Source: an optimization exercise on an open RTL-to-GDS flow (aim: small area, a short achievable clock period and few clock cycles). Production flows keep margins and buffers that such runs may drop.
Where RTL was checked, it was by simulation tests only, not by an equivalence proof against the original.
Function not checked in run 1: the RTL went through the layout flow alone.
Power and IR drop assume default switching activity.

[flow/flow/run.sh]
#!/bin/bash
# The standard layout (standard.sh), with two changes:
#  - after the standard synthesis, OpenROAD's restructure re-maps the logic
#    between the registers for area (flow/restructure.tcl), with a copy of the
#    platform library that leaves out its don't-use cells (flow/filter_lib.py);
#  - buf_2 cells as the port buffers.
# Each tool's output goes to its own log in this folder.
set -eo pipefail
export BUFFER_PORTS_ARGS="-buffer_cell sky130_fd_sc_hd__buf_2"
bash standard.sh synth > standard_synth.log 2>&1
export RESULTS=$PWD/orfs/results/sky130hd/day02_core/base
export LIB=$FLOW_HOME/platforms/sky130hd/lib/sky130_fd_sc_hd__tt_025C_1v80.lib
export LIB_RS=$PWD/restructure_lib.lib
python3 flow/filter_lib.py "$LIB" "$LIB_RS" '*__lpflow_*' '*__probe*' '*__fill_*' \
    '*__dlygate*' '*__dlymetal*' '*__clkdly*' > filter_lib.log 2>&1
mkdir -p restructure_work
export WORK=$PWD/restructure_work
openroad -no_init -exit flow/restructure.tcl > restructure.log 2>&1
bash standard.sh > standard.log 2>&1
[flow/flow/filter_lib.py]
#!/usr/bin/env python3
# Writes a copy of a liberty file without the cells whose names match the given
# glob patterns (the platform's don't-use cells), for restructure/ABC.
import sys, fnmatch
src, dst, pats = sys.argv[1], sys.argv[2], sys.argv[3:]
text = open(src).read()
out = []
pos = 0
while True:
    i = text.find('cell (', pos)
    if i < 0:
        out.append(text[pos:])
        break
    # start of the line holding the cell group
    ls = text.rfind('\n', 0, i) + 1
    name = text[i + 6:text.find(')', i)].strip().strip('"')
    j = text.find('{', i)
    depth, k = 1, j + 1
    while depth:
        c = text[k]
        if c == '{':
            depth += 1
        elif c == '}':
            depth -= 1
        k += 1
    out.append(text[pos:ls])
    if not any(fnmatch.fnmatch(name, p) for p in pats):
        out.append(text[ls:k])
    pos = k
open(dst, 'w').write(''.join(out))
[flow/flow/restructure.tcl]
# Area recovery on the synthesized netlist: OpenROAD's restructure re-maps the
# combinational logic between registers with ABC (the registers are untouched).
# ABC maps to $::env(LIB_RS), the platform library less its don't-use cells.
set results $::env(RESULTS)
read_db $results/1_synth.odb
read_liberty $::env(LIB)
read_sdc $results/1_synth.sdc
report_design_area
restructure -liberty_file $::env(LIB_RS) -target area \
    -tielo_port sky130_fd_sc_hd__conb_1/LO -tiehi_port sky130_fd_sc_hd__conb_1/HI \
    -work_dir $::env(WORK)
report_design_area
write_db $results/1_synth.odb
[flow/standard.sh]
#!/bin/bash
# synth_recipe.tcl (not shown) runs the flow's synth.tcl, then flattens the netlist and writes it again
# the make line also repeats each setting of config.mk as NAME=value (left out here)
make -C /OpenROAD-flow-scripts/flow DESIGN_CONFIG=/design/flow/config.mk WORK_HOME=/design/flow/orfs CLKGATE_MAP_FILE= SYNTH_SCRIPT=/design/flow/synth_recipe.tcl "${@:-finish}"
[flow/config.mk]
export PLATFORM = sky130hd
export DESIGN_NAME = day02_core
export DESIGN_NICKNAME = day02_core
export VERILOG_FILES = /design/flow/design.v
export SDC_FILE = /design/flow/constraint.sdc
export NUM_CORES = 8
export LEC_CHECK = 0
export ABC_AREA = 1
export CAP_MARGIN = 20
export CORE_MARGIN = 2
export CORE_UTILIZATION = 40
export SLEW_MARGIN = 20
[flow/constraint.sdc]
create_clock -name core_clock -period 60.0 [get_ports {clk}]
set_input_delay 12.0000 -clock core_clock [delete_from_list [all_inputs] [get_ports {clk}]]
set_output_delay 12.0000 -clock core_clock [all_outputs]
set_load 0.01 [all_outputs]
[flow/design.v]
module period_summer (
    input  wire [4:0]  d,
    input  wire [1:0]  t,
    output wire [64:0] k1,
    output wire [64:0] k21,
    output wire [56:0] m
);
    assign k1 =
        ({65{d == 5'd3}} & 65'h3de) |
        ({65{d == 5'd4}} & 65'h1ffffffffffffe05c) |
        ({65{d == 5'd5}} & 65'hf2238) |
        ({65{d == 5'd6}} & 65'h1ffffffffff77ebac) |
        ({65{d == 5'd7}} & 65'h3b12b1c4) |
        ({65{d == 5'd8}} & 65'h1fffffffde79025ec) |
        ({65{d == 5'd9}} & 65'he6bc350edc) |
        ({65{d == 5'd10}} & 65'h1fffff7cea3677eec) |
        ({65{d == 5'd11}} & 65'h3854d482c784c) |
        ({65{d == 5'd12}} & 65'h1ffdffe6fccd802ec) |
        ({65{d == 5'd13}} & 65'hdc0b523742cc0ac) |
        ({65{d == 5'd14}} & 65'h182f99a4e642192ec) |
        ({65{d == 5'd15}} & 65'h1b8c348144228fc6c) |
        ({65{d == 5'd16}} & 65'h19ee5b0e524cdd2ec) |
        ({65{d == 5'd17}} & 65'h1bab47dd2bfd7f1ec) |
        ({65{d == 5'd18}} & 65'ha5e03b106996d2ec);
    assign k21 =
        ({65{d == 5'd4}} & 65'h2706) |
        ({65{d == 5'd5}} & 65'h2706) |
        ({65{d == 5'd6}} & 65'h18a1a) |
        ({65{d == 5'd7}} & 65'h55ed440) |
        ({65{d == 5'd8}} & 65'hb54b536) |
        ({65{d == 5'd9}} & 65'h1fffffffdbca77baa) |
        ({65{d == 5'd10}} & 65'he473704420) |
        ({65{d == 5'd11}} & 65'h1b5ff9e6bc6) |
        ({65{d == 5'd12}} & 65'h1ffffa89462c80386) |
        ({65{d == 5'd13}} & 65'h22d493c20e9cda) |
        ({65{d == 5'd14}} & 65'h22dcd86676d12e) |
        ({65{d == 5'd15}} & 65'h1f23f3c70cdca4f58) |
        ({65{d == 5'd16}} & 65'h16bc3ca5f687bc4da) |
        ({65{d == 5'd17}} & 65'h16bc3ca5f687bc4da) |
        ({65{d == 5'd18}} & 65'h1ea8a8882202300fc);
    assign m =
        ({57{d == 5'd2 && t == 2'd0}} & 57'hb) |
        ({57{d == 5'd3 && t == 2'd0}} & 57'h6f) |
        ({57{d == 5'd4 && t == 2'd0}} & 57'h65) |
        ({57{d == 5'd5 && t == 2'd0}} & 57'h2b67) |
        ({57{d == 5'd6 && t == 2'd0}} & 57'h3e9) |
        ({57{d == 5'd6 && t == 2'd1}} & 57'h2775) |
        ({57{d == 5'd6 && t == 2'd2}} & 57'h1b207) |
        ({57{d == 5'd7 && t == 2'd0}} & 57'h10f447) |
        ({57{d == 5'd8 && t == 2'd0}} & 57'h2711) |
        ({57{d == 5'd9 && t == 2'd0}} & 57'hf4629) |
        ({57{d == 5'd10 && t == 2'd0}} & 57'h186a1) |
        ({57{d == 5'd10 && t == 2'd1}} & 57'h6054ab5) |
        ({57{d == 5'd10 && t == 2'd2}} & 57'h423a35c7) |
        ({57{d == 5'd11 && t == 2'd0}} & 57'h2964619c7) |
        ({57{d == 5'd12 && t == 2'd0}} & 57'hf4241) |
        ({57{d == 5'd12 && t == 2'd1}} & 57'h5f60811) |
        ({57{d == 5'd12 && t == 2'd2}} & 57'h25a112eb5) |
        ({57{d == 5'd13 && t == 2'd0}} & 57'h102b36211c7) |
        ({57{d == 5'd14 && t == 2'd0}} & 57'h989681) |
        ({57{d == 5'd14 && t == 2'd1}} & 57'heb2eb63eb5) |
        ({57{d == 5'd14 && t == 2'd2}} & 57'ha1b01d4b1c7) |
        ({57{d == 5'd15 && t == 2'd0}} & 57'h2540d6aa1) |
        ({57{d == 5'd15 && t == 2'd1}} & 57'he9104f2029) |
        ({57{d == 5'd15 && t == 2'd2}} & 57'h650e124ef1c7) |
        ({57{d == 5'd16 && t == 2'd0}} & 57'h5f5e101) |
        ({57{d == 5'd17 && t == 2'd0}} & 57'h27797f26d671c7) |
        ({57{d == 5'd18 && t == 2'd0}} & 57'h3b9aca01) |
        ({57{d == 5'd18 && t == 2'd1}} & 57'he8d4b45241) |
        ({57{d == 5'd18 && t == 2'd2}} & 57'h38e67b515a029);
endmodule
module range_summer #(
    parameter W = 65
) (
    input  wire [W-1:0] a,
    input  wire [W-1:0] b,
    input  wire [W-1:0] c,
    input  wire [W-1:0] d,
    input  wire         ci0,
    input  wire         ci1,
    input  wire         ci2,
    output wire [W-1:0] s
);
    wire [W-1:0] s1 = a ^ b ^ c;
    wire [W-1:0] c1 = {(a[W-2:0] & b[W-2:0]) | (a[W-2:0] & c[W-2:0]) | (b[W-2:0] & c[W-2:0]), ci0};
    wire [W-1:0] s2 = s1 ^ c1 ^ d;
    wire [W-1:0] c2 = {(s1[W-2:0] & c1[W-2:0]) | (s1[W-2:0] & d[W-2:0]) | (c1[W-2:0] & d[W-2:0]), ci1};
    assign s = s2 + c2 + {{(W-1){1'b0}}, ci2};
endmodule
module bk_add #(
    parameter W = 65
) (
    input  wire [W-1:0] a,
    input  wire [W-1:0] b,
    input  wire         ci,
    output wire [W-1:0] s
);
    reg [W-1:0] p, g;
    integer i, j;
    always @(*) begin
        p = a ^ b;
        g = a & b;
        g[0] = g[0] | (p[0] & ci);
        for (i = 1; (1 << i) <= W; i = i + 1)
            for (j = (1 << i) - 1; j < W; j = j + (1 << i)) begin
                g[j] = g[j] | (p[j] & g[j - (1 << (i - 1))]);
                p[j] = p[j] & p[j - (1 << (i - 1))];
            end
        for (i = 6; i > 0; i = i - 1)
            for (j = (1 << i) + (1 << (i - 1)) - 1; j < W; j = j + (1 << i)) begin
                g[j] = g[j] | (p[j] & g[j - (1 << (i - 1))]);
                p[j] = p[j] & p[j - (1 << (i - 1))];
            end
    end
    assign s = a ^ b ^ {g[W-2:0], ci};
endmodule
module day02_core #(
    parameter N_ADDR_BITS = 16
) (
    input  wire                 clk,
    input  wire                 rst,
    input  wire [7:0]           rom_data,
    input  wire                 rom_valid,
    output reg  [N_ADDR_BITS:0] rom_addr,
    output wire [63:0]          part1_result,
    output wire [63:0]          part2_result,
    output reg                  done
);
    reg rst_q;
    reg  [5:0]  rq;         
    reg         vq;         
    reg         hold;       
    reg  [5:0]  skid;
    reg         in_b;       
    reg         eot;        
    reg  [4:0]  dc;         
    reg  [35:0] pdig;       
    reg  [35:0] hist;       
    reg  [9:1]  dec;        
    reg  [9:1]  gt;         
    reg         qa;         
    reg         pm;         
    wire        is_dig = rq[4];
    wire [3:0]  dig    = rq[3:0];
    wire        more   = rq[5];    
    reg         qv;         
    reg  [4:0]  qd;
    reg  [35:0] qp;
    reg  [2:0]  qf;
    reg         qb;
    reg         qpair;      
    reg  [2:0]  qskip;
    reg         busy;
    reg  [4:0]  cd;         
    reg  [35:0] cp;         
    reg  [2:0]  cf;         
    reg         cb;         
    reg         cpair;      
    reg  [2:0]  cskip;      
    reg  [1:0]  t;          
    reg         ph;         
    reg  [3:0]  i;          
    reg  [3:0]  jr;         
    reg  [3:0]  pdq;        
    reg         kp1;        
    reg         kp21;       
    reg  [64:0] r;
    reg  [30:0] pb;         
    reg         bprev;      
    reg  [64:0] acc1;       
    reg  [64:0] accx;       
    assign part1_result = acc1[64:1];
    assign part2_result = accx[64:1];
    function [3:0] tlf;
        input [4:0] d;
        input [1:0] tt;
        begin
            if (tt == 2'd0)
                tlf = (d == 5'd4) ? 4'd2 : (d == 5'd6 || d == 5'd9) ? 4'd3 : (d == 5'd8) ? 4'd4 :
                      (d == 5'd10 || d == 5'd15) ? 4'd5 : (d == 5'd12) ? 4'd6 : (d == 5'd14) ? 4'd7 :
                      (d == 5'd16) ? 4'd8 : (d == 5'd18) ? 4'd9 : 4'd1;
            else if (tt == 2'd1)
                tlf = (d == 5'd15) ? 4'd3 : (d == 5'd12) ? 4'd4 : (d == 5'd18) ? 4'd6 : 4'd2;
            else
                tlf = (d == 5'd12) ? 4'd2 : (d == 5'd18) ? 4'd3 : 4'd1;
        end
    endfunction
    function [3:0] nib;
        input [35:0] v;
        input [3:0]  k;
        begin
            case (k)
                4'd0: nib = v[3:0];
                4'd1: nib = v[7:4];
                4'd2: nib = v[11:8];
                4'd3: nib = v[15:12];
                4'd4: nib = v[19:16];
                4'd5: nib = v[23:20];
                4'd6: nib = v[27:24];
                4'd7: nib = v[31:28];
                default: nib = v[35:32];
            endcase
        end
    endfunction
    function three;
        input [4:0] d;
        three = (d == 5'd6) || (d == 5'd10) || (d == 5'd12) || (d == 5'd14) ||
                (d == 5'd15) || (d == 5'd18);
    endfunction
    function [1:0] nxt;
        input [2:0] sk;
        input [1:0] fr;
        input       th;
        begin
            if (fr == 2'd0 && !sk[0])
                nxt = 2'd0;
            else if (fr <= 2'd1 && th && !sk[1])
                nxt = 2'd1;
            else if (fr <= 2'd2 && th && !sk[2])
                nxt = 2'd2;
            else
                nxt = 2'd3;
        end
    endfunction
    wire [1:0] tn     = nxt(cskip, t + 2'd1, three(cd));
    wire       last_t = (tn == 2'd3);
    wire       half_t = (t == 2'd0) && !cd[0];
    wire       f_t    = (t == 2'd0) ? cf[0] : (t == 2'd1) ? cf[1] : cf[2];
    wire       jl     = (jr == 4'd0);
    wire       adj    = jl && !cpair;         
    wire       sg     = (cpair ? f_t : cb) ^ (t == 2'd2);    
    wire [64:0] k1, k21;
    wire [56:0] mval;
    period_summer u_tab (.d(cd), .t(t), .k1(k1), .k21(k21), .m(mval));
    reg       c_on, c_sh, d_on, d_sh, d_neg;
    always @(*) begin
        c_on = 1'b0; c_sh = 1'b0; d_on = 1'b1; d_sh = 1'b0; d_neg = 1'b0;
        if (adj && !f_t) begin                 
            case (pdq)
                4'd0: d_neg = 1'b1;
                4'd1: d_on = 1'b0;
                4'd2: ;
                4'd3: d_sh = 1'b1;
                4'd4: begin c_on = 1'b1; d_neg = 1'b1; end
                4'd5: begin c_on = 1'b1; d_on = 1'b0; end
                4'd6: c_on = 1'b1;
                4'd7: begin c_on = 1'b1; d_sh = 1'b1; end
                4'd8: begin c_on = 1'b1; c_sh = 1'b1; d_neg = 1'b1; end
                default: begin c_on = 1'b1; c_sh = 1'b1; d_on = 1'b0; end
            endcase
        end else if (adj) begin                
            case (pdq)
                4'd0: ;
                4'd1: d_sh = 1'b1;
                4'd2: begin c_on = 1'b1; d_neg = 1'b1; end
                4'd3: begin c_on = 1'b1; d_on = 1'b0; end
                4'd4: c_on = 1'b1;
                4'd5: begin c_on = 1'b1; d_sh = 1'b1; end
                4'd6: begin c_on = 1'b1; c_sh = 1'b1; d_neg = 1'b1; end
                4'd7: begin c_on = 1'b1; c_sh = 1'b1; d_on = 1'b0; end
                4'd8: begin c_on = 1'b1; c_sh = 1'b1; end
                default: begin c_on = 1'b1; c_sh = 1'b1; d_sh = 1'b1; end
            endcase
        end else begin                         
            case (pdq)
                4'd0: d_on = 1'b0;
                4'd1: ;
                4'd2: d_sh = 1'b1;
                4'd3: begin c_on = 1'b1; d_neg = 1'b1; end
                4'd4: begin c_on = 1'b1; d_on = 1'b0; end
                4'd5: c_on = 1'b1;
                4'd6: begin c_on = 1'b1; d_sh = 1'b1; end
                4'd7: begin c_on = 1'b1; c_sh = 1'b1; d_neg = 1'b1; end
                4'd8: begin c_on = 1'b1; c_sh = 1'b1; d_on = 1'b0; end
                default: begin c_on = 1'b1; c_sh = 1'b1; end
            endcase
        end
    end
    wire [2:0] bw0 = {pb[1:0], bprev};
    wire [2:0] bw1 = pb[3:1];
    wire b0_on  = (bw0 != 3'b000) && (bw0 != 3'b111);
    wire b0_two = (bw0 == 3'b011) || (bw0 == 3'b100);
    wire b0_neg = bw0[2];
    wire b1_on  = (bw1 != 3'b000) && (bw1 != 3'b111);
    wire b1_two = (bw1 == 3'b011) || (bw1 == 3'b100);
    wire b1_neg = bw1[2];
    wire [2:0] bw2 = pb[5:3];
    wire b2_on  = (bw2 != 3'b000) && (bw2 != 3'b111);
    wire b2_two = (bw2 == 3'b011) || (bw2 == 3'b100);
    wire b2_neg = bw2[2];
    wire blast  = (pb[30:5] == 26'd0);         
    wire p0     = busy && !ph && (t != 2'd3);
    wire p1     = busy && ph;
    wire kc     = busy && !ph && (t == 2'd3);  
    wire mrg    = eot && !busy && !qv && !done;
    wire fold1  = p1 && !b2_on && half_t && kp1;
    wire fold21 = p1 && !b2_on && !half_t && kp21;
    wire kc1    = kc && kp1;
    wire kc21   = kc && !kp1;
    wire kp1_n  = kp1 && !fold1 && !kc1;
    wire kp21_n = kp21 && !fold21 && !kc21;
    wire to1    = (p1 && half_t) || kc1;
    wire last_cyc = (p1 && blast && last_t && !kp1_n && !kp21_n) || (kc && !(kp1_n || kp21_n));
    wire cready   = !busy || last_cyc;
    wire sep     = vq && !is_dig && !eot;
    wire pairok  = qa && in_b && pm && (dc == qd);
    wire hold_a  = qa && in_b && pm && (!sep || dc == qd);
    wire cload   = qv && cready && !hold_a;   
    wire qfree   = !qv || cload;
    wire pair_tk = sep && pairok;
    wire take    = sep && (pairok || qfree);
    wire stall   = !hold && sep && !(pairok || qfree);
    wire [64:0] xv   = ph ? r : {8'd0, mval};
    wire        first = (i == 4'd0);
    wire        kon  = fold1 || fold21 || kc;
    wire        uc   = p0 ? c_on  : (p1 && b1_on);
    wire        ucs  = p0 ? c_sh  : b1_two;
    wire        ucn  = p1 && (b1_neg ^ !sg);
    wire        ud   = p0 ? d_on  : (p1 && b0_on);
    wire        uds  = p0 ? d_sh  : b0_two;
    wire        udn  = p0 ? d_neg : (b0_neg ^ !sg);
    wire [64:0] oa   = p0 ? (first ? 65'd0 : r << 3) : (to1 ? acc1 : accx);
    wire [64:0] kv   = (fold1 || kc1) ? k1 : k21;
    wire        ub2  = p1 && b2_on;
    wire        ubn  = kon ? !cb : (ub2 && (b2_neg ^ !sg));
    wire [64:0] ob   = p0 ? (first ? 65'd0 : r << 1) : ub2 ? (b2_two ? r << 5 : r << 4) :
                       kon ? kv : mrg ? acc1 : 65'd0;
    wire [64:0] oc   = uc ? (ucs ? xv << 3 : xv << 2) : 65'd0;
    wire [64:0] od   = ud ? (uds ? xv << 1 : xv) : 65'd0;
    wire        ncn  = uc && ucn;
    wire        ndn  = ud && udn;
    wire [64:0] sum;
    range_summer #(.W(65)) u_add (
        .a(oa), .b(ubn ? ~ob : ob), .c(ncn ? ~oc : oc), .d(ndn ? ~od : od),
        .ci0(ubn), .ci1(ncn), .ci2(ndn), .s(sum));
    wire [30:0] pbm = first ? 31'd0 : pb;
    wire [30:0] pbn;
    range_summer #(.W(31)) u_pb (
        .a(pbm << 3), .b(pbm << 1), .c({27'd0, pdq}), .d(31'd0),
        .ci0(1'b0), .ci1(1'b0), .ci2(1'b0), .s(pbn));
    integer li;
    always @(posedge clk) begin
        rst_q <= rst;
        hist  <= {hist[31:0], dig};
        r     <= p1 ? (r << 6) : sum;
        pb    <= p1 ? (pb >> 6) : (p0 && jl && cpair) ? 31'd2 : pbn;
        bprev <= p1 && pb[5];
        if (rst) begin
            rom_addr <= 0;
        end else if (rst_q) begin
            rom_addr <= 1;
        end else if (!vq || (!eot && (is_dig || take))) begin
            rom_addr <= rom_addr + 1'b1;
        end
        if (rst_q) begin
            qa   <= 1'b0;
            vq   <= 1'b0;
            hold <= 1'b0;
            in_b <= 1'b0;
            eot  <= 1'b0;
            dc   <= 5'd0;
            dec  <= 9'd0;
        end else begin
            if (stall) begin
                hold <= 1'b1;
                skid <= rom_data[5:0];
            end
            if (!vq || (!eot && (is_dig || take))) begin
                rq   <= hold ? skid : rom_data[5:0];
                vq   <= 1'b1;
                hold <= 1'b0;
            end
            if (cload) qa <= 1'b0;
            if (vq && !eot && is_dig) begin
                dc   <= dc + 5'd1;
                if ((dc < {1'b0, tlf(qd, 2'd0)} && dig != nib(qp, dc[3:0])) || dc == qd)
                    pm <= 1'b0;
                if (dc < 5'd9) pdig[dc*4 +: 4] <= dig;
                for (li = 1; li <= 9; li = li + 1) begin
                    if (!dec[li] && dc >= li && dig != hist[(li-1)*4 +: 4]) begin
                        dec[li] <= 1'b1;
                        gt[li]  <= dig > hist[(li-1)*4 +: 4];
                    end
                end
            end
            if (take) begin
                dc   <= 5'd0;
                dec  <= 9'd0;
                in_b <= !in_b;
                if (in_b && !more) eot <= 1'b1;
                qa   <= !in_b && (dc != 5'd1);
                pm   <= 1'b1;
            end
        end
        if (rst_q) begin
            qv <= 1'b0;
        end else begin
            if (cload) qv <= 1'b0;
            if (pair_tk) begin
                qpair <= 1'b1;
                for (li = 0; li < 3; li = li + 1) begin
                    qf[li]    <= dec[tlf(dc, li)] ? gt[tlf(dc, li)] : 1'b1;
                    qskip[li] <= (dec[tlf(dc, li)] ? gt[tlf(dc, li)] : 1'b1) == qf[li];
                end
            end else if (take && dc != 5'd1) begin
                qv    <= 1'b1;
                qd    <= dc;
                qp    <= pdig;
                for (li = 0; li < 3; li = li + 1)
                    qf[li] <= dec[tlf(dc, li)] ? gt[tlf(dc, li)] : in_b;
                qb    <= in_b;
                qpair <= 1'b0;
                qskip <= 3'd0;
            end
        end
        if (rst_q) begin
            busy <= 1'b0;
            acc1 <= 65'd0;
            accx <= 65'd0;
        end else begin
            if (p1 || kc || mrg) begin
                if (to1) acc1 <= sum;
                else     accx <= sum;
            end
            kp1  <= kp1_n;
            kp21 <= kp21_n;
            if (p0) begin
                i   <= i + 4'd1;
                jr  <= jr - 4'd1;
                pdq <= nib(cp, i + 4'd1);
                if (jl) ph <= 1'b1;
            end
            if (p1) begin
                if (blast) begin
                    ph  <= 1'b0;
                    i   <= 4'd0;
                    jr  <= tlf(cd, tn) - 4'd1;
                    pdq <= cp[3:0];
                    t   <= tn;
                end
            end
            if (last_cyc) busy <= 1'b0;
            if (cload) begin
                busy  <= (nxt(qskip, 2'd0, three(qd)) != 2'd3);
                cd    <= qd;
                cp    <= qp;
                cf    <= qf;
                cb    <= qb;
                cpair <= qpair;
                cskip <= qskip;
                t     <= nxt(qskip, 2'd0, three(qd));
                ph    <= 1'b0;
                i     <= 4'd0;
                jr    <= tlf(qd, nxt(qskip, 2'd0, three(qd))) - 4'd1;
                pdq   <= qp[3:0];
                kp1   <= !qpair && (qd >= 5'd3);
                kp21  <= !qpair && (qd >= 5'd4);
            end
        end
        if (rst || rst_q) done <= 1'b0;
        else if (mrg) done <= 1'b1;
    end
endmodule
==> summary.md, run 1 <==
| Metric | Value |
|---|---|
| DR pass1 iterations | 8 |
| Number of vias in the routed layout | 37,500 |
| CP top delay family | flip-flops |
| Slowest-stage cell, CP | dfxtp_1 |
| Syn_nets | 4,562 |
| Place WS | 47.29 ns |
| CP Cell Sequence | buf_2 |
| DRT iter0 DRCs | 4,309 |
| Final period util | 22.3% |
| Routed Antenna Nets | 0 |
| Worst slew pin tran | 1.23 ns |
| Dpl hpwl | 102 mm |
| Clock Tree Root | clkbuf_16 |
| Starting Density | 40.3% |
| Setup Buffers After CTS | 0 |
| Non-Filler Instances | 5,897 |
| Finish-stage setup viols | 0 |
| Cell Pwr Density | 35.4 mW/mm^2 |
| H-tree Lvls | 2 |
| Lkg Pwr | 0.0130 uW |
| Skew-Pair Late Insertion Delay | 0.69 ns |
| Post-DP Area | 0.0372 sq mm |
| Reg2reg path depth | 48 |
| # placed instances | 5,790 |
| CTS tree | built |
| Hold Vio Cnt, Final | 0 |
| Sum of negative setup slack | 0 ns |
| Drt total wl | 138 mm |
| Critical-path maximum fanout | 4 |
| Worst-path clk slew | 0.06 ns |
| Die Span Y | 299 um |
| Worst Path Required | 48.00 ns |
| Layout cell share with drive strength beyond 1 | 7.00% |
| Maximum VDD drop | 0.0263 mV |
| Die W | 299 um |
| PnR worst setup slack | 46.61 ns |
| Crit path time final | 13.39 ns |
| Port-buffer cells | 153 |
| Placer Congestion | 0.992 |
| Vias per Instance | 6.36 |
| Largest net degree at the start of global routing | 127 |
| Post-layout nets | 4,704 |
| Hold endpoint | hist[9] |
| CTS Buffer Depth | 3 |
| Max Cap Viol | 0 |
| WP buf/inv | 1 |
| Max_slew headroom | 16.8% |
| Core box area | 0.0865 sq mm |
| Hold path start | hist[5] |
| CTS resizes | 0 |
| IO Pins | 157 |
| Hold buffer count at CTS | 0 |
| RSZ-0062 raised after global routing | no |
| Global-route usage over all layers | 29.7% |
| Sink Count | 489 |
| Outcome | finished clean |
| Max Fclk | 74.7 MHz |
| Initial antenna violation count | 2 |
| Wirelength per Cell | 23.4 um |
| CP Launch Type | flip-flop |
| Area Overhead vs Synth | 12.2% |
| Synth Instances | 4,551 |
| Number of global-route vias before repair | 34,100 |
| Endpoint class of the critical path | output pin |
| Mapped Area | 0.0348 sq mm |
| Full die area | 0.0894 sq mm |
| Synthesis Warnings | 1 |
| Slew Limit Fails | 0 |
| Worst hold path depth | 0 |
| Reg2Reg Setup Slack | 46.97 ns |
| Final instance area | 0.0391 sq mm |
| CTS buffer count | 56 |
| Crit Path Category | flip-flop to output pin |
| DRC viols | 0 |
| Worst path arrival time | 1.39 ns |
| Hold Crit Class | flip-flop to flip-flop |
| Reg2reg end | r[61] |
| First-pass GRT wire length | 208 mm |
| # rows | 108 |
| Skew final | 0.0531 ns |
| Avg Cell Area, Syn | 7.65 sq um |
| Largest stage delay, worst path | 0.53 ns |
| Reg2Reg Launch Point | t[0] |
| Grt ovf | 0 |
| Fillers | 8,882 |
==> per-stage QoR <==
stage	util, %	total power (uW)	hold slack (ns)
floorplan	-	867	0.351
global placement	43.0	1010	0.361
detailed placement	43.0	1020	0.361
CTS	45.2	1370	0.370
global route	45.2	1460	0.377
finish	45.2	1380	0.367
==> how the worst max path moves through the flow <==
stage	start	endpoint	slack, ns	cells past startpoint
4_1_cts	acc1[27]	part1_result[26]	46.60	1
5_1_grt	t[0]	r[61]	46.22	48
2_1_floorplan	ph	acc1[61]	38.67	42
3_5_place_dp	rst	rom_addr[16]	47.29	4
6_report	acc1[52]	part1_result[51]	46.61	1
3_3_place_gp	acc1[52]	part1_result[51]	47.29	1
==> placed cells by master, fill, tap and decap left out, types with 43 or more instances in the layout <==
cell type and instances:
a21oi_1 260, a22oi_1 65, a2bb2oi_1 222, and2_0 69, buf_2 153, buf_4 58
clkbuf_16 56, clkinv_1 377, dfxtp_1 315, edfxtp_1 173, nand2_1 341, nand3_1 59
nor2_1 624, nor3_1 59, o21a_1 120, o21ai_0 404, o21bai_1 43, o221a_1 46
o221ai_1 43, o22a_1 116, o22ai_1 350, o2bb2ai_1 111, or2_0 71, or3_1 45
==> sequential cells by signal (all words and copies together), names as in the netlist, 6 cells and up, named ones only <==
signal,flops
pdig,36
hist,36
qp,36
skid,6
r,65
rom_addr,17
gt,9
pb,31
dec,9
rq,6
accx,65
cp,36
acc1,65
==> metal layers <==
metal,GRT usage [%],vias to the layer above,wire [um]
met2,43.6,1835,57400
met4,10.9,4,4970
met3,5.60,283,13100
met5,1.06,-,149
met1,43.0,17400,62700
li1,-,17900,-
==> area by class of cell <==
class | instances | area, sq um | area share (%)
Timing Repair Buffer | 213 | 1230 | 3.16
Antenna cell | 1 | 2.50 | 0.00641
Sequential cell | 489 | 11500 | 29.5
Clock buffer | 75 | 1570 | 4.01
Clock inverter | 31 | 314 | 0.804
Multi-Input combinational cell | 3556 | 21500 | 55.2
Tap cell | 1155 | 1450 | 3.70
Inverter | 377 | 1420 | 3.64
==> where the power goes <==
group	internal, uW	total [uW]	switching [uW]
logic	212	601	389
registers	391	430	39.8
clock network	197	352	155
==> run 2: changes to the inputs <==
--- a/flow/design.v
+++ b/flow/design.v
@@ -85,7 +85,7 @@
     wire [W-1:0] c1 = {(a[W-2:0] & b[W-2:0]) | (a[W-2:0] & c[W-2:0]) | (b[W-2:0] & c[W-2:0]), ci0};
     wire [W-1:0] s2 = s1 ^ c1 ^ d;
     wire [W-1:0] c2 = {(s1[W-2:0] & c1[W-2:0]) | (s1[W-2:0] & d[W-2:0]) | (c1[W-2:0] & d[W-2:0]), ci1};
-    assign s = s2 + c2 + {{(W-1){1'b0}}, ci2};
+    bk_add #(.W(W)) u_cpa (.a(s2), .b(c2), .ci(ci2), .s(s));
 endmodule
 module bk_add #(
     parameter W = 65
--- a/flow/config.mk
+++ b/flow/config.mk
@@ -5,7 +5,6 @@
 export SDC_FILE = /design/flow/constraint.sdc
 export NUM_CORES = 8
 export LEC_CHECK = 0
-export ABC_AREA = 1
 export CAP_MARGIN = 20
 export CORE_MARGIN = 2
 export CORE_UTILIZATION = 40
==> run 2 against run 1 <==
  * Via count is essentially flat
  * Worst hold slack lost 0.0033 ns
  * Synthesized area shrank 1.1%
  * Clock skew shrank 0.0016 ns
  * Non-clock buffer count grew 31
  * Critical path depth is the same
  * Maximum frequency shrank 0.23%
  * First-iteration DRC count shrank 7.6%
  * Highest routed layer unchanged
  * Largest power group unchanged
==> summary.md, run 2 <==
| Metric | Value |
|---|---|
| CTS Buffer Depth | 3 |
| Syn_nets | 4,436 |
| Skew final | 0.0516 ns |
| Non-Filler Instances | 5,794 |
| CP Cell Sequence | buf_2 |
| Vias per Instance | 6.47 |
| Layout cell share with drive strength beyond 1 | 7.83% |
| Commonest cells after routing, fill and taps aside | 695 x nor2_1, 546 x o21ai_0, 368 x nand2_1 |
| Hold Crit Class | flip-flop to flip-flop |
| Mapped Area | 0.0344 sq mm |
| Setup Buffers After CTS | 0 |
| Finish-stage setup viols | 0 |
| Crit path time final | 13.42 ns |
| Cell Pwr Density | 32.7 mW/mm^2 |
| Worst path arrival time | 1.42 ns |
| Hold Vio Cnt, Final | 0 |
| Port-buffer cells | 153 |
| # rows | 107 |
| Endpoint class of the critical path | output pin |
| # placed instances | 5,684 |
| Hold path start | hist[24] |
| DRC viols | 0 |
| Sum of negative setup slack | 0 ns |
| Dpl hpwl | 104 mm |
| Fillers | 8,599 |
| Wirelength per Cell | 25.3 um |
| Lkg Pwr | 0.0129 uW |
| CP Launch Type | flip-flop |
| Area Overhead vs Synth | 13.3% |
| Routed Antenna Nets | 0 |
| Final period util | 22.4% |
| Core box area | 0.0853 sq mm |
| Outcome | finished clean |
| Number of vias in the routed layout | 37,500 |
| CP top delay family | flip-flops |
| Number of global-route vias before repair | 34,400 |
| Post-layout nets | 4,611 |
| Largest stage delay, worst path | 0.52 ns |
| Max Cap Viol | 0 |
| Max_slew headroom | 26.5% |
| Synth Instances | 4,425 |
| Worst Path Required | 48.00 ns |
| Maximum VDD drop | 0.0280 mV |
| Starting Density | 40.4% |
| DRT iter0 DRCs | 3,982 |
| RSZ-0062 raised after global routing | no |
| WP buf/inv | 1 |
| Placer Congestion | 1.03 |
| Global-route usage over all layers | 31.7% |
| Most common cell after layout, fill and taps aside | nor2_1 |
| Synthesis Warnings | 3 |
| CTS buffer count | 58 |
| Antenna Cells | 0 |
| Worst hold path depth | 0 |
| Max Fclk | 74.5 MHz |
| Sink Count | 489 |
| Skew-Pair Late Insertion Delay | 0.70 ns |
| Crit Path Category | flip-flop to output pin |
| CTS tree | built |
| First-pass GRT wire length | 217 mm |
| Reg2reg end | r[62] |
| Clock Tree Root | clkbuf_16 |
| Hold buffer count at CTS | 0 |
| Slew Limit Fails | 0 |
| Largest net degree at the start of global routing | 95 |
| Initial antenna violation count | 3 |
| H-tree Lvls | 2 |
| Die Span Y | 297 um |
| Reg2reg path depth | 43 |
| Avg Cell Area, Syn | 7.78 sq um |
| Reg2Reg Setup Slack | 47.03 ns |
| Hold endpoint | hist[28] |
| CTS resizes | 0 |
| Worst slew pin tran | 1.10 ns |
| Drt total wl | 147 mm |
| Die W | 297 um |
| DR pass1 iterations | 9 |
| Worst-path clk slew | 0.07 ns |
| Regs by FF count | acc1 (65), accx (65), r (65) |
| Grt ovf | 0 |
| Reg2Reg Launch Point | ph |
| Slowest-stage cell, CP | dfxtp_1 |
| Critical-path maximum fanout | 4 |
| Full die area | 0.0884 sq mm |
| IO Pins | 157 |
[run 2: layer usage]
| metal | up-vias | track usage [%] | share of wire [%] |
|---|---|---|---|
| met5 | - | 0 | 0.029 |
| met4 | 6 | 16.0 | 5.5 |
| met3 | 435 | 6.19 | 8.2 |
| met2 | 1794 | 51.4 | 45 |
| met1 | 17800 | 40.0 | 41 |
| li1 | 17500 | - | - |
[run 2: cell type report]
type	count	area, sq um	area share, %
Multi-Input combinational cell	3482	21400	54.8
Clock inverter	38	448	1.15
Timing Repair Buffer	244	1450	3.71
Clock buffer	72	1540	3.96
Sequential cell	489	11500	29.5
Inverter	325	1230	3.16
Tap cell	1144	1430	3.67
[run 2: power by group]
group / switching, uW / total, uW / leakage [uW] / internal, uW
clock network: 155 / 369 / 0.000962 / 214
registers: 45.7 / 430 / 0.00419 / 384
logic: 321 / 477 / 0.00780 / 156
total: 522 / 1280 / 0.0129 / 754
[run 2: how the worst max path moves through the flow]
stage,slack [ns],endpoint,cells past startpoint,startpoint
detailed placement,46.92,rom_addr[16],4,rst
global route,46.49,r[62],44,ph
finish,46.58,part1_result[2],1,acc1[3]
CTS,46.55,part1_result[28],1,acc1[29]
global placement,46.92,rom_addr[16],4,rst
floorplan,38.08,accx[63],37,ph
[run 2: stage by stage]
step / instance area, sq um / power [uW] / hold slack [ns] / util (%) / setup slack [ns]
after floorplan: 34400 / 753 / 0.345 / - / 38.08
after global placement: 37000 / 889 / 0.355 / 43.4 / 46.92
after detailed placement: 37000 / 894 / 0.357 / 43.4 / 46.92
after CTS: 39000 / 1270 / 0.364 / 45.7 / 46.55
after global routing: 39000 / 1340 / 0.378 / 45.7 / 46.49
final: 39000 / 1280 / 0.364 / 45.7 / 46.58
[run 2: worst reg2reg max path, delay by kind of cell (launching register included)]
family | cells | cell delay [ns]
AND/OR/NAND/NOR | 14 | 3.46
XOR/XNOR | 1 | 0.15
buffers and inverters | 8 | 3.29
flip-flops | 1 | 0.36
AO/OA/AOI/OAI | 20 | 5.52
Testbench counts of run 2, summed over its fixed seeds: cycles 35,727.
==> run 3: changes to the inputs <==
--- a/flow/config.mk
+++ b/flow/config.mk
@@ -5,7 +5,9 @@
 export SDC_FILE = /design/flow/constraint.sdc
 export NUM_CORES = 8
 export LEC_CHECK = 0
+export ABC_AREA = 1
 export CAP_MARGIN = 20
 export CORE_MARGIN = 2
 export CORE_UTILIZATION = 40
+export CTS_BUF_LIST = sky130_fd_sc_hd__clkbuf_16
 export SLEW_MARGIN = 20
==> run 3 against run 2 <==
  * First-iteration DRC count shrank 8.0%
  * Synthesized cell count shrank 3.5%
  * Die area shrank 1.5%
  * Still clean
  * Synthesized area shrank 1.5%
  * Clock-buffer cell count shrank 16
  * Highest routed layer unchanged
  * Sequential cell count is the same
==> summary.md, run 3 <==
| Metric | Value |
|---|---|
| Outcome | finished clean |
| Max Fclk | 74.9 MHz |
| Avg Cell Area, Syn | 7.95 sq um |
| Global-route usage over all layers | 29.5% |
| Area Overhead vs Synth | 12.7% |
| Synth Instances | 4,269 |
| DRC viols | 0 |
| Maximum VDD drop | 0.0289 mV |
| Regs by FF count | acc1 (65), accx (65), r (65) |
| Max_slew headroom | 20.4% |
| CTS buffer count | 56 |
| WHS | 0.363 ns |
| Starting Density | 40.5% |
| Slew Limit Fails | 0 |
| CTS tree | built |
| Critical Path Sink | part2_result[24] |
| Grt ovf | 0 |
| Worst-path clk slew | 0.07 ns |
| Mapped Area | 0.0339 sq mm |
| Skew final | 0.0439 ns |
| Final period util | 22.3% |
| Syn_nets | 4,280 |
| CP top delay family | flip-flops |
| Finish-stage setup viols | 0 |
| Die W | 295 um |
| Fillers | 8,491 |
| Synthesis Warnings | 3 |
| Clock Tree Root | clkbuf_16 |
| CTS resizes | 0 |
| Worst slew pin tran | 1.19 ns |
| Endpoint class of the critical path | output pin |
| Reg2reg end | accx[55] |
| WP buf/inv | 1 |
| Hold Vio Cnt, Final | 0 |
| Critical-path maximum fanout | 3 |
| Hold Crit Class | flip-flop to flip-flop |
| Most common cell after layout, fill and taps aside | nor2_1 |
| Number of vias in the routed layout | 35,100 |
| Sink Count | 489 |
| Routed Antenna Nets | 0 |
| Drt total wl | 133 mm |
| Reg2Reg Setup Slack | 48.86 ns |
| Worst path arrival time | 1.36 ns |
| CP Launch Type | flip-flop |
| Wirelength per Cell | 23.7 um |
| Worst Path Required | 48.00 ns |
| DRT iter0 DRCs | 3,664 |
| Skew-Pair Late Insertion Delay | 0.67 ns |
| H-tree Lvls | 2 |
| Commonest cells after routing, fill and taps aside | 583 x nor2_1, 509 x o21ai_0, 343 x nand2_1 |
| Port-buffer cells | 153 |
| Crit path depth | 1 |
| Sum of negative setup slack | 0 ns |
| Setup crit start | accx[25] |
| IO Pins | 157 |
| Initial antenna violation count | 2 |
| Layout cell share with drive strength beyond 1 | 7.42% |
| PnR worst setup slack | 46.64 ns |
| DR pass1 iterations | 6 |
| Reg2reg path depth | 34 |
| Largest net degree at the start of global routing | 85 |
| Cell Pwr Density | 33.3 mW/mm^2 |
| Max Cap Viol | 0 |
| Full die area | 0.0871 sq mm |
| Setup Buffers After CTS | 0 |
| Slowest-stage cell, CP | dfxtp_1 |
| Largest stage delay, worst path | 0.45 ns |
| Dpl hpwl | 96.1 mm |
| Antenna Cells | 0 |
| Core box area | 0.0838 sq mm |
| Vias per Instance | 6.27 |
| # rows | 106 |
| RSZ-0062 raised after global routing | no |
| Reg2Reg Launch Point | t[0] |
| Die Span Y | 295 um |
| Lkg Pwr | 0.0126 uW |
| Number of global-route vias before repair | 32,800 |
| Placer Congestion | 1.03 |
| Place WS | 47.14 ns |
| CP Cell Sequence | buf_2 |
| Crit Path Category | flip-flop to output pin |
| Hold buffer count at CTS | 0 |
| First-pass GRT wire length | 200 mm |
| CTS Buffer Depth | 3 |
| Crit path time final | 13.36 ns |
| Post-layout nets | 4,428 |
## run 3: how the worst min path moves through the flow
| stage | start | to | slack (ns) | cells after the start |
|---|---|---|---|---|
| after detailed placement | hist[8] | hist[12] | 0.36 | 0 |
| after global placement | hist[7] | hist[11] | 0.36 | 0 |
| final | hist[4] | hist[8] | 0.36 | 0 |
| after global routing | hist[11] | hist[15] | 0.38 | 0 |
| after floorplan | hist[12] | hist[16] | 0.35 | 0 |
| after CTS | hist[4] | hist[8] | 0.36 | 0 |
## run 3: where the power goes
| group | leakage, uW | switching (uW) | total, uW | internal, uW |
|---|---|---|---|---|
| clock | 0.000969 | 153 | 363 | 210 |
| combinational | 0.00743 | 312 | 473 | 162 |
| sequential | 0.00419 | 47.6 | 435 | 388 |
| total | 0.0126 | 512 | 1270 | 759 |
## run 3: through the flow
stage / util [%] / total power (uW) / cells / instance area (sq um)
floorplan: - / 771 / 4269 / 33900
global placement: 43.3 / 894 / 5493 / 36300
detailed placement: 43.3 / 900 / 5493 / 36300
CTS: 45.6 / 1270 / 5596 / 38200
global route: 45.6 / 1350 / 5596 / 38200
finish: 45.6 / 1270 / 5596 / 38200
## run 3: layout make-up
cell class	count	area [sq um]	share of cell area [%]
timing repair buffer	219	1260	3.30
sequential	489	11500	30.2
clock buffer	56	1400	3.67
inverter	302	1140	3.00
clock inverter	47	539	1.41
tap	1134	1420	3.71
multi-input combinational	3349	20900	54.8
## run 3: per-layer routing
layer / track usage (%) / routed length, um / up-vias
met1: 37.4 / 55600 / 16500
met3: 4.59 / 9170 / 346
li1: - / - / 16800
met2: 48.9 / 61000 / 1430
met4: 14.2 / 6710 / 2
met5: 0 / 13 / -
==> run 4: changes to the inputs <==
--- a/flow/config.mk
+++ b/flow/config.mk
@@ -9,5 +9,6 @@
 export CAP_MARGIN = 20
 export CORE_MARGIN = 2
 export CORE_UTILIZATION = 40
-export CTS_BUF_LIST = sky130_fd_sc_hd__clkbuf_16
+export CTS_CLUSTER_DIAMETER = 80
+export CTS_CLUSTER_SIZE = 30
 export SLEW_MARGIN = 20
==> run 4 against run 3 <==
  * Largest cell class unchanged
  * Largest power group unchanged
  * Maximum frequency grew 0.42%
  * Sequential share of layout area grew 0.58 points
  * Final area shrank 1.9%
  * Still clean
  * Clock skew grew 0.0034 ns
==> summary.md, run 4 <==
| Metric | Value |
|---|---|
| Initial antenna violation count | 1 |
| Area occupied by multi-input gates | 0.0209 sq mm |
| Lkg Pwr | 0.0122 uW |
| Commonest cells after routing, fill and taps aside | 583 x nor2_1, 509 x o21ai_0, 343 x nand2_1 |
| Die Span Y | 295 um |
| CP top delay family | flip-flops |
| Final period util | 22.2% |
| CTS tree | built |
| Synthesis Warnings | 3 |
| Max_slew headroom | 22.3% |
| Finish-stage setup viols | 0 |
| # rows | 106 |
| Post-layout nets | 4,406 |
| Endpoint class of the critical path | output pin |
| Largest stage delay, worst path | 0.48 ns |
| Vias per Instance | 6.28 |
| Area Overhead vs Synth | 10.5% |
| Global-route usage over all layers | 29.3% |
| CP Launch Type | flip-flop |
| Number of global-route vias before repair | 32,500 |
| # placed instances | 5,493 |
| DRT iter0 DRCs | 3,756 |
| PnR worst setup slack | 46.70 ns |
| DRC viols | 0 |
| WP buf/inv | 1 |
| Dpl hpwl | 96.1 mm |
| Sum of negative setup slack | 0 ns |
| Hold buffer count at CTS | 0 |
| Synth Instances | 4,269 |
| Largest net degree at the start of global routing | 85 |
| Setup Buffers After CTS | 0 |
| CTS resizes | 0 |
| Max Fclk | 75.2 MHz |
| Hold Crit Class | flip-flop to flip-flop |
| Place WS | 47.14 ns |
| Worst Path Required | 48.00 ns |
| Skew-Pair Late Insertion Delay | 0.61 ns |
| Post-DP Area | 0.0363 sq mm |
| Routed Antenna Nets | 0 |
| DR pass1 iterations | 6 |
| Worst slew pin tran | 1.16 ns |
| Skew final | 0.0474 ns |
| Non-Filler Instances | 5,553 |
| Drt total wl | 132 mm |
| Sink Count | 489 |
| WHS | 0.363 ns |
| Slowest-stage cell, CP | dfxtp_1 |
| Placer Congestion | 1.03 |
| Final instance area | 0.0375 sq mm |
| Worst path arrival time | 1.30 ns |
| Outcome | finished clean |
| Reg2Reg Launch Point | cd[2] |
| Hold path start | hist[2] |
| Crit Path Category | flip-flop to output pin |
| Die W | 295 um |
| Critical-path maximum fanout | 3 |
| Antenna Cells | 0 |
| Starting Density | 40.5% |
| Max Cap Viol | 0 |
| RSZ-0062 raised after global routing | no |
| Wirelength per Cell | 23.8 um |
| Clock Tree Root | clkbuf_16 |
| Syn_nets | 4,280 |
| Number of vias in the routed layout | 34,900 |
| H-tree Lvls | 2 |
| Mapped Area | 0.0339 sq mm |
| Layout cell share with drive strength beyond 1 | 6.97% |
| Fillers | 8,553 |
| CTS buffer count | 34 |
| Most common cell after layout, fill and taps aside | nor2_1 |
| Port-buffer cells | 153 |
| IO Pins | 157 |
| Worst-path clk slew | 0.11 ns |
| Maximum VDD drop | 0.0215 mV |
| Avg Cell Area, Syn | 7.95 sq um |
| Hold Vio Cnt, Final | 0 |
| Setup crit start | accx[25] |
| Core box area | 0.0838 sq mm |
| Grt ovf | 0 |
| Full die area | 0.0871 sq mm |
| Regs by FF count | acc1 (65), accx (65), r (65) |
| Crit path time final | 13.30 ns |
| CP Cell Sequence | buf_2 |
| CTS Buffer Depth | 3 |
| Slew Limit Fails | 0 |
| Reg area | 0.0115 sq mm |
| First-pass GRT wire length | 199 mm |
| Cell Pwr Density | 31.2 mW/mm^2 |
run 4: cell types whose count changed in the layout (fill, tap and decap cells not counted), sizes merged:
cell | previous run | this run
clkbuf | 56 | 36
bufinv | 9 | 0
clkinv | 314 | 308
clkinvlp | 5 | 1
inv | 21 | 17
run 4: stage by stage:
stage / power [uW] / util, %
global route: 1240 / 44.7
global placement: 894 / 43.3
finish: 1170 / 44.7
floorplan: 771 / -
CTS: 1160 / 44.7
detailed placement: 900 / 43.3
run 4: layout make-up:
| class | instances | area share (%) |
|---|---|---|
| Tap cell | 1134 | 3.78 |
| Timing Repair Buffer | 219 | 3.36 |
| Inverter | 302 | 3.05 |
| Sequential cell | 489 | 30.7 |
| Clock inverter | 24 | 0.904 |
| Multi-Input combinational cell | 3349 | 55.8 |
| Clock buffer | 36 | 2.35 |
run 4: power breakdown:
part	total, uW	leakage, uW	internal [uW]	switching, uW
combinational	474	0.00743	162	312
sequential	434	0.00419	387	47.2
clock	263	0.000587	118	145
run 4: per-layer routing:
metal | GRT usage [%] | up-vias | part of all wire [%]
met1 | 37.6 | 16500 | 42
met3 | 4.04 | 313 | 6.9
met5 | 0 | - | 0
met4 | 13.7 | 0 | 4.8
li1 | - | 16700 | -
met2 | 48.7 | 1382 | 46
run 4: path summary, 6_finish.rpt:
kind,endpoint,slack [ns],cells past startpoint
setup reg to reg,r[64],48.85,32
hold reg to reg,hist[6],0.36,0
hold / removal,hist[6],0.36,0
setup / recovery,part2_result[24],46.70,1
==> run 5: changes to the inputs <==
--- a/flow/config.mk
+++ b/flow/config.mk
@@ -9,6 +9,5 @@
 export CAP_MARGIN = 20
 export CORE_MARGIN = 2
 export CORE_UTILIZATION = 40
-export CTS_CLUSTER_DIAMETER = 80
-export CTS_CLUSTER_SIZE = 30
+export CTS_BUF_LIST = sky130_fd_sc_hd__clkbuf_4 sky130_fd_sc_hd__clkbuf_8
 export SLEW_MARGIN = 20
==> run 5 against run 4 <==
  * Still clean on timing, DRC and antenna
  * Critical path depth unchanged
  * Synthesized area unchanged
  * Setup slack got worse by 0.11 ns
  * Clock-buffer cell count increased by 95
  * Global-route usage increased by 0.38 points
  * Clock power increased by 34%
  * Final area increased by 2.0%
  * Power increased by 7.7%
  * First-iteration DRC count decreased by 4.2%
  * Clock skew increased by 0.0046 ns
  * Largest power group unchanged
  * Highest routed layer is now met5
==> summary.md, run 5 <==
| Metric | Value |
|---|---|
| Reg2Reg Launch Point | cd[2] |
| Largest net degree at the start of global routing | 85 |
| Worst-path clk slew | 0.05 ns |
| Routed Antenna Nets | 0 |
| CP Cell Sequence | buf_2 |
| RSZ-0062 raised after global routing | no |
| Worst path arrival time | 1.41 ns |
| Dpl hpwl | 96.1 mm |
| Wirelength per Cell | 23.5 um |
| Syn_nets | 4,280 |
| Setup crit start | accx[25] |
| DR pass1 iterations | 9 |
| Post-layout nets | 4,462 |
| Max Fclk | 74.5 MHz |
| Antenna Cells | 0 |
| Critical-path maximum fanout | 3 |
| Clock Tree Root | clkbuf_8 |
| IO Pins | 157 |
| DRC viols | 0 |
| Core box area | 0.0838 sq mm |
| Global-route usage over all layers | 29.7% |
| Comb power frac | 37.5% |
| Commonest cells after routing, fill and taps aside | 583 x nor2_1, 509 x o21ai_0, 343 x nand2_1 |
| Slew Limit Fails | 0 |
| Max_slew headroom | 24.0% |
| Switching pwr | 514 uW |
| CP top delay family | flip-flops |
| Final period util | 22.4% |
| DRT iter0 DRCs | 3,600 |
| Switch share | 40.8% |
| Full die area | 0.0871 sq mm |
| CTS Buffer Depth | 3 |
| Reg2reg path depth | 31 |
| Hold Crit Class | flip-flop to flip-flop |
| Reg2reg end | accx[55] |
| Hold buffer count at CTS | 0 |
| Reg2Reg Setup Slack | 48.96 ns |
| Most common cell after layout, fill and taps aside | nor2_1 |
| Finish-stage setup viols | 0 |
| CTS buffer count | 90 |
| Synthesis Warnings | 3 |
| Worst Path Required | 48.00 ns |
| Number of global-route vias before repair | 33,100 |
| Initial antenna violation count | 2 |
| Port-buffer cells | 153 |
| H-tree Lvls | 3 |
| Drt total wl | 133 mm |
| CP Launch Type | flip-flop |
| Sink Count | 489 |
| Endpoint class of the critical path | output pin |
| Starting Density | 40.5% |
| Maximum VDD drop | 0.0213 mV |
| Clk pwr share | 28.0% |
| Placer Congestion | 1.03 |
| Outcome | finished clean |
| Grt ovf | 0 |
| Largest stage delay, worst path | 0.46 ns |
| Synth Instances | 4,269 |
| CTS tree | built |
| Mapped Area | 0.0339 sq mm |
| CTS resizes | 0 |
| Slowest-stage cell, CP | dfxtp_1 |
| Avg Cell Area, Syn | 7.95 sq um |
| Crit Path Category | flip-flop to output pin |
| Cell Pwr Density | 33.0 mW/mm^2 |
| Die W | 295 um |
| Setup Buffers After CTS | 0 |
| First-pass GRT wire length | 201 mm |
| Max Cap Viol | 0 |
| WP buf/inv | 1 |
| Layout cell share with drive strength beyond 1 | 8.91% |
| Sum of negative setup slack | 0 ns |
| Non-Filler Instances | 5,657 |
| Number of vias in the routed layout | 35,400 |
| Hold Vio Cnt, Final | 0 |
| # rows | 106 |
| Area Overhead vs Synth | 12.7% |
| Vias per Instance | 6.26 |
| Int Power | 747 uW |
| Crit path depth | 1 |
| Crit path time final | 13.41 ns |
| Skew final | 0.0519 ns |
| Reg power frac | 34.5% |
| # placed instances | 5,493 |
| Lkg Pwr | 0.0126 uW |
| Worst slew pin tran | 1.13 ns |
| Die Span Y | 295 um |
| Regs by FF count | acc1 (65), accx (65), r (65) |
| Skew-Pair Late Insertion Delay | 0.76 ns |
| Critical Path Sink | part2_result[24] |
-- run 5: per-stage QoR --
stage / instance area, sq um / total power, uW / hold WS, ns / setup slack, ns / utilization (%)
6_report: 38200 / 1260 / 0.362 / 46.59 / 45.6
5_1_grt: 38200 / 1340 / 0.371 / 46.56 / 45.6
3_5_place_dp: 36300 / 900 / 0.360 / 47.14 / 43.3
2_1_floorplan: 33900 / 771 / 0.347 / 38.44 / -
4_1_cts: 38200 / 1260 / 0.370 / 46.55 / 45.6
3_3_place_gp: 36300 / 894 / 0.360 / 47.12 / 43.3
-- run 5: power groups by stage --
stage                     combinational, uW  clock (uW)  sequential [uW]
after floorplan                         351           0              420
after global placement                  456           0              438
after detailed placement                462           0              439
after CTS                               464         361              432
after global routing                    526         376              437
final                                   473         353              435
-- run 5: final cells by class --
cell class                      instances  area (sq um)
Fill cell                            8528         45600
Inverter                              302          1140
Clock buffer                          131          1620
Tap cell                             1134          1420
Clock inverter                         33           350
Timing Repair Buffer                  219          1260
Multi-Input combinational cell       3349         20900
Sequential cell                       489         11500
-- run 5: per-layer routing --
metal,global-route usage (%),up-vias,wire length (um)
li1,-,16800,-
met1,37.4,16700,55600
met2,49.1,1520,61400
met3,4.89,367,9290
met4,14.9,2,6710
met5,0,-,13
-- run 5: worst min path at each step --
| stage | start | endpoint | slack (ns) | cells after the start |
|---|---|---|---|---|
| 2_1_floorplan | hist[12] | hist[16] | 0.35 | 0 |
| 5_1_grt | hist[2] | hist[6] | 0.37 | 0 |
| 3_3_place_gp | hist[7] | hist[11] | 0.36 | 0 |
| 6_report | hist[28] | hist[32] | 0.36 | 0 |
| 4_1_cts | hist[2] | hist[6] | 0.37 | 0 |
| 3_5_place_dp | hist[8] | hist[12] | 0.36 | 0 |
==> run 6: changes to the inputs <==
--- a/flow/config.mk
+++ b/flow/config.mk
@@ -9,5 +9,5 @@
 export CAP_MARGIN = 20
 export CORE_MARGIN = 2
 export CORE_UTILIZATION = 40
-export CTS_BUF_LIST = sky130_fd_sc_hd__clkbuf_4 sky130_fd_sc_hd__clkbuf_8
+export CTS_BUF_LIST = sky130_fd_sc_hd__clkbuf_8
 export SLEW_MARGIN = 20
==> run 6 against run 5 <==
  * Critical path type unchanged
  * Wire length rose by 0.16%
  * Largest cell class unchanged
  * Core utilization shrank 0.13 points
  * Clock skew decreased by 0.0034 ns
  * Worst hold slack got worse by 0.0013 ns
  * Setup slack lost 0.0053 ns
==> summary.md, run 6 <==
| Metric | Value |
|---|---|
| Drt total wl | 133 mm |
| Post-layout nets | 4,462 |
| DR pass1 iterations | 8 |
| Placer Congestion | 1.03 |
| RSZ-0062 raised after global routing | no |
| Full die area | 0.0871 sq mm |
| CTS Buffer Depth | 3 |
| Dpl hpwl | 96.1 mm |
| Commonest cells after routing, fill and taps aside | 583 x nor2_1, 509 x o21ai_0, 343 x nand2_1 |
| Synthesis Warnings | 3 |
| Crit Path Category | flip-flop to output pin |
| Critical-path maximum fanout | 4 |
| Mapped Area | 0.0339 sq mm |
| Layout cell share with drive strength beyond 1 | 8.27% |
| Cell Pwr Density | 32.6 mW/mm^2 |
| Die W | 295 um |
| Number of global-route vias before repair | 33,100 |
| Slew Limit Fails | 0 |
| DRC viols | 0 |
| Crit path time final | 13.42 ns |
| Worst path arrival time | 1.42 ns |
| Largest stage delay, worst path | 0.47 ns |
| Syn_nets | 4,280 |
| CTS tree | built |
| DRT iter0 DRCs | 3,660 |
| Sink Count | 489 |
| Number of vias in the routed layout | 35,400 |
| Worst slew pin tran | 1.16 ns |
| Most common cell after layout, fill and taps aside | nor2_1 |
| CTS buffer count | 90 |
| Endpoint class of the critical path | output pin |
| CP Launch Type | flip-flop |
| Die Span Y | 295 um |
| Max_slew headroom | 22.0% |
| Max Fclk | 74.5 MHz |
| Routed Antenna Nets | 0 |
| Hold buffer count at CTS | 0 |
| Initial antenna violation count | 3 |
| H-tree Lvls | 3 |
| Wirelength per Cell | 23.6 um |
| Clock Tree Root | clkbuf_8 |
| Vias per Instance | 6.26 |
| Post-layout util | 45.5% |
| Starting Density | 40.5% |
| Largest net degree at the start of global routing | 85 |
| Hold Crit Class | flip-flop to flip-flop |
| Setup Buffers After CTS | 0 |
| Max Cap Viol | 0 |
| Maximum VDD drop | 0.0213 mV |
| Synth Instances | 4,269 |
| WHS | 0.361 ns |
| Grt ovf | 0 |
| Worst Path Required | 48.00 ns |
| Sum of negative setup slack | 0 ns |
| Regs by FF count | acc1 (65), accx (65), r (65) |
| Skew-Pair Late Insertion Delay | 0.76 ns |
| WP buf/inv | 1 |
| Final period util | 22.4% |
| Slowest-stage cell, CP | dfxtp_1 |
| CP Cell Sequence | buf_2 |
| CTS resizes | 0 |
| Hold Vio Cnt, Final | 0 |
| First-pass GRT wire length | 201 mm |
| Port-buffer cells | 153 |
| Area Overhead vs Synth | 12.4% |
| Worst-path clk slew | 0.06 ns |
| Core box area | 0.0838 sq mm |
| Reg2Reg Setup Slack | 48.80 ns |
| Skew final | 0.0486 ns |
| Outcome | finished clean |
| # rows | 106 |
| IO Pins | 157 |
| Finish-stage setup viols | 0 |
| Avg Cell Area, Syn | 7.95 sq um |
| CP top delay family | flip-flops |
| Lkg Pwr | 0.0127 uW |
| Global-route usage over all layers | 29.7% |
-- run 6: worst reg2reg max path, delay by kind of cell (launching register included) --
kind / cells / cell delay [ns]
and+or+nand+nor: 15 / 4.67
AOI/OAI and AO/OA: 17 / 4.53
buffers and inverters: 5 / 1.43
DFF: 1 / 0.45
-- run 6: worst paths after layout --
kind | startpoint | depth (start not counted) | to
max | acc1[19] | 1 | part1_result[18]
min | hist[28] | 0 | hist[32]
max reg2reg | cd[2] | 37 | r[64]
min reg2reg | hist[28] | 0 | hist[32]
-- run 6: stage by stage --
stage | setup slack, ns | total power, uW | area, sq um | cells
after global placement | 47.12 | 894 | 36300 | 5493
after global routing | 46.56 | 1320 | 38100 | 5657
after floorplan | 38.44 | 771 | 33900 | 4269
after CTS | 46.54 | 1240 | 38100 | 5657
after detailed placement | 47.14 | 900 | 36300 | 5493
final | 46.58 | 1240 | 38100 | 5658
-- run 6: final cells by class --
type | count | area (sq um)
Tap cell | 1134 | 1420
Clock inverter | 62 | 459
Multi-Input combinational cell | 3349 | 20900
Sequential cell | 489 | 11500
Timing Repair Buffer | 219 | 1260
Clock buffer | 102 | 1400
Inverter | 302 | 1140
Antenna cell | 1 | 2.50
Fill cell | 8551 | 45700
-- run 6: routing by layer --
metal	GRT usage, %	vias up	part of all wire, %
met1	37.5	16700	42
li1	-	16800	-
met5	0	-	0.012
met2	49.2	1521	46
met3	4.90	359	7.3
met4	14.7	2	4.9
-- run 6: report_power, final --
part	internal, uW	switching, uW
combinational	162	313
sequential	388	47.3
clock	179	155
==> run 7: changes to the inputs <==
--- a/flow/config.mk
+++ b/flow/config.mk
@@ -9,5 +9,4 @@
 export CAP_MARGIN = 20
 export CORE_MARGIN = 2
 export CORE_UTILIZATION = 40
-export CTS_BUF_LIST = sky130_fd_sc_hd__clkbuf_8
 export SLEW_MARGIN = 20
==> run 7 against run 6 <==
  * Synthesized area is the same
  * Global-route usage shrank 0.26 points
  * Wire length shrank 0.68%
  * Largest power group unchanged
==> summary.md, run 7 <==
| Metric | Value |
|---|---|
| CTS buffer count | 56 |
| Setup Buffers After CTS | 0 |
| Antenna Cells | 0 |
| Finish-stage setup viols | 0 |
| Global-route usage over all layers | 29.5% |
| Commonest cells after routing, fill and taps aside | 583 x nor2_1, 509 x o21ai_0, 343 x nand2_1 |
| Starting Density | 40.5% |
| Number of vias in the routed layout | 35,100 |
| Skew final | 0.0474 ns |
| Place WS | 47.14 ns |
| Slew Limit Fails | 0 |
| Initial antenna violation count | 2 |
| Hold Vio Cnt, Final | 0 |
| Full die area | 0.0871 sq mm |
| Layout cell share with drive strength beyond 1 | 7.51% |
| Worst slew pin tran | 1.19 ns |
| First-pass GRT wire length | 200 mm |
| PnR worst setup slack | 46.64 ns |
| Vias per Instance | 6.28 |
| Area occupied by multi-input gates | 0.0209 sq mm |
| Synth Instances | 4,269 |
| Hold path start | hist[4] |
| Synthesis Warnings | 3 |
| WP buf/inv | 1 |
| Power, Total | 1280 uW |
| Fillers | 8,484 |
| # rows | 106 |
| Worst-path clk slew | 0.07 ns |
| CP Cell Sequence | buf_2 |
| Post-layout nets | 4,428 |
| Post-layout util | 45.6% |
| Reg area | 0.0115 sq mm |
| Worst path arrival time | 1.36 ns |
| IO Pins | 157 |
| Avg Cell Area, Syn | 7.95 sq um |
| Drt total wl | 132 mm |
| Hold Crit Class | flip-flop to flip-flop |
| Final instance area | 0.0383 sq mm |
| Reg2Reg Launch Point | cd[4] |
| Max Cap Viol | 0 |
| Routed Antenna Nets | 0 |
| Grt ovf | 0 |
| Sum of negative setup slack | 0 ns |
| Skew-Pair Late Insertion Delay | 0.67 ns |
| Dpl hpwl | 96.1 mm |
| Worst hold path depth | 0 |
| DR pass1 iterations | 6 |
| CTS Buffer Depth | 3 |
| Final period util | 22.3% |
| Critical-path maximum fanout | 3 |
| Max_slew headroom | 20.0% |
| Most common cell after layout, fill and taps aside | nor2_1 |
| Slowest-stage cell, CP | dfxtp_1 |
| Die W | 295 um |
| Die Span Y | 295 um |
| Worst Path Required | 48.00 ns |
| Max Fclk | 74.8 MHz |
| Largest stage delay, worst path | 0.46 ns |
| Maximum VDD drop | 0.0289 mV |
| Reg2Reg Setup Slack | 48.80 ns |
| Outcome | finished clean |
| Hold endpoint | hist[8] |
| RSZ-0062 raised after global routing | no |
| Largest net degree at the start of global routing | 85 |
| Area Overhead vs Synth | 12.8% |
| Reg2reg path depth | 33 |
| Placer Congestion | 1.03 |
| Number of global-route vias before repair | 32,800 |
| Hold buffer count at CTS | 0 |
| Sink Count | 489 |
| CTS tree | built |
| CP top delay family | flip-flops |
| Regs by FF count | acc1 (65), accx (65), r (65) |
| DRC viols | 0 |
| CP Launch Type | flip-flop |
| Post-DP Area | 0.0363 sq mm |
| Core box area | 0.0838 sq mm |
| Wirelength per Cell | 23.7 um |
| Mapped Area | 0.0339 sq mm |
| Crit Path Category | flip-flop to output pin |
| CTS resizes | 0 |
| Port-buffer cells | 153 |
| Lkg Pwr | 0.0126 uW |
| Crit path time final | 13.36 ns |
| Cell Pwr Density | 33.4 mW/mm^2 |
| Syn_nets | 4,280 |
| Clock Tree Root | clkbuf_16 |
| DRT iter0 DRCs | 3,590 |
| Endpoint class of the critical path | output pin |
| H-tree Lvls | 2 |
| Reg2reg end | r[64] |
[run 7: cell count changes in the layout (fill, tap and decap cells not counted), sizes merged]
cell | before | now
inv | 40 | 9
clkbuf | 102 | 72
clkinv | 315 | 310
bufinv | 5 | 9
clkinvlp | 4 | 5
diode | 1 | 0
[run 7: area by class of cell]
cell class | instances | share of cell area [%]
inverter | 302 | 2.99
tap | 1134 | 3.71
multi-input combinational | 3349 | 54.7
sequential | 489 | 30.1
clock buffer | 72 | 3.93
clock inverter | 31 | 1.25
timing repair buffer | 219 | 3.30
[run 7: where the power goes]
group	internal [uW]	leakage (uW)	switching, uW	total [uW]
Sequential	388	0.00419	47.2	435
Combinational	162	0.00743	311	473
Clock	217	0.000942	153	370
Total	766	0.0126	511	1280
[run 7: worst reg2reg max path: cells and delay by family, from the launching register on]
| family | cells | cell delay (ns) |
|---|---|---|
| AOI/OAI and AO/OA | 16 | 4.37 |
| buffers and inverters | 6 | 1.68 |
| DFF | 1 | 0.44 |
| and+or+nand+nor | 11 | 4.54 |
[run 7: layer usage]
metal / GRT usage [%] / routed length [um]
met1: 37.4 / 55600
met2: 48.9 / 60700
met5: 0 / 13
met4: 14.2 / 6940
met3: 4.59 / 9130
[run 7: through the flow]
step	std cells	hold WS [ns]
global route	5596	0.378
global placement	5493	0.360
detailed placement	5493	0.360
floorplan	4269	0.347
CTS	5596	0.364
finish	5596	0.363
[run 7: how the worst max path moves through the flow]
stage,startpoint,to,depth (start not counted)
3_5_place_dp,rst,rom_addr[16],4
4_1_cts,accx[25],part2_result[24],1
6_report,accx[25],part2_result[24],1
5_1_grt,acc1[39],part1_result[38],1
3_3_place_gp,rst,rom_addr[16],4
2_1_floorplan,ph,acc1[64],31

## re-timing with driven ports
How much do the figures lean on ideal ports? The routed layouts below were timed once more, with nothing changed but the port constraints.
Step 1 (the two cells are an assumption about what drives the block):
set clk [get_ports {clk}]
set_driving_cell -lib_cell sky130_fd_sc_hd__clkbuf_16 $clk
set_driving_cell -lib_cell sky130_fd_sc_hd__buf_2 [delete_from_list [all_inputs] $clk]
Step 2 also shifts input and output timing later by t, the mid clock arrival at the registers, as if the neighbouring blocks saw the same clock.
Three values: ideal ports, drivers, drivers and shift; two values: the first two.
run | t, ns | setup WS [ns] | worst register clock-pin slew, ns | worst slew at a driven data input, ns
run 1 | 0.737 | 46.612 / 46.543 / 46.972 | 0.07 / 0.07 | 0.05
run 2 | 0.747 | 46.580 / 46.513 / 46.947 | 0.07 / 0.07 | 0.03
run 3 | 0.714 | 46.643 / 46.578 / 47.138 | 0.07 / 0.07 | 0.04
run 4 | 0.647 | 46.698 / 46.634 / 47.145 | 0.11 / 0.11 | 0.03
run 5 | 0.792 | 46.585 / 46.525 / 47.122 | 0.07 / 0.07 | 0.04
run 6 | 0.799 | 46.580 / 46.518 / 47.122 | 0.07 / 0.07 | 0.04
run 7 | 0.715 | 46.636 / 46.571 / 47.144 | 0.07 / 0.07 | 0.04
After both steps setup and hold are still met in every run listed.
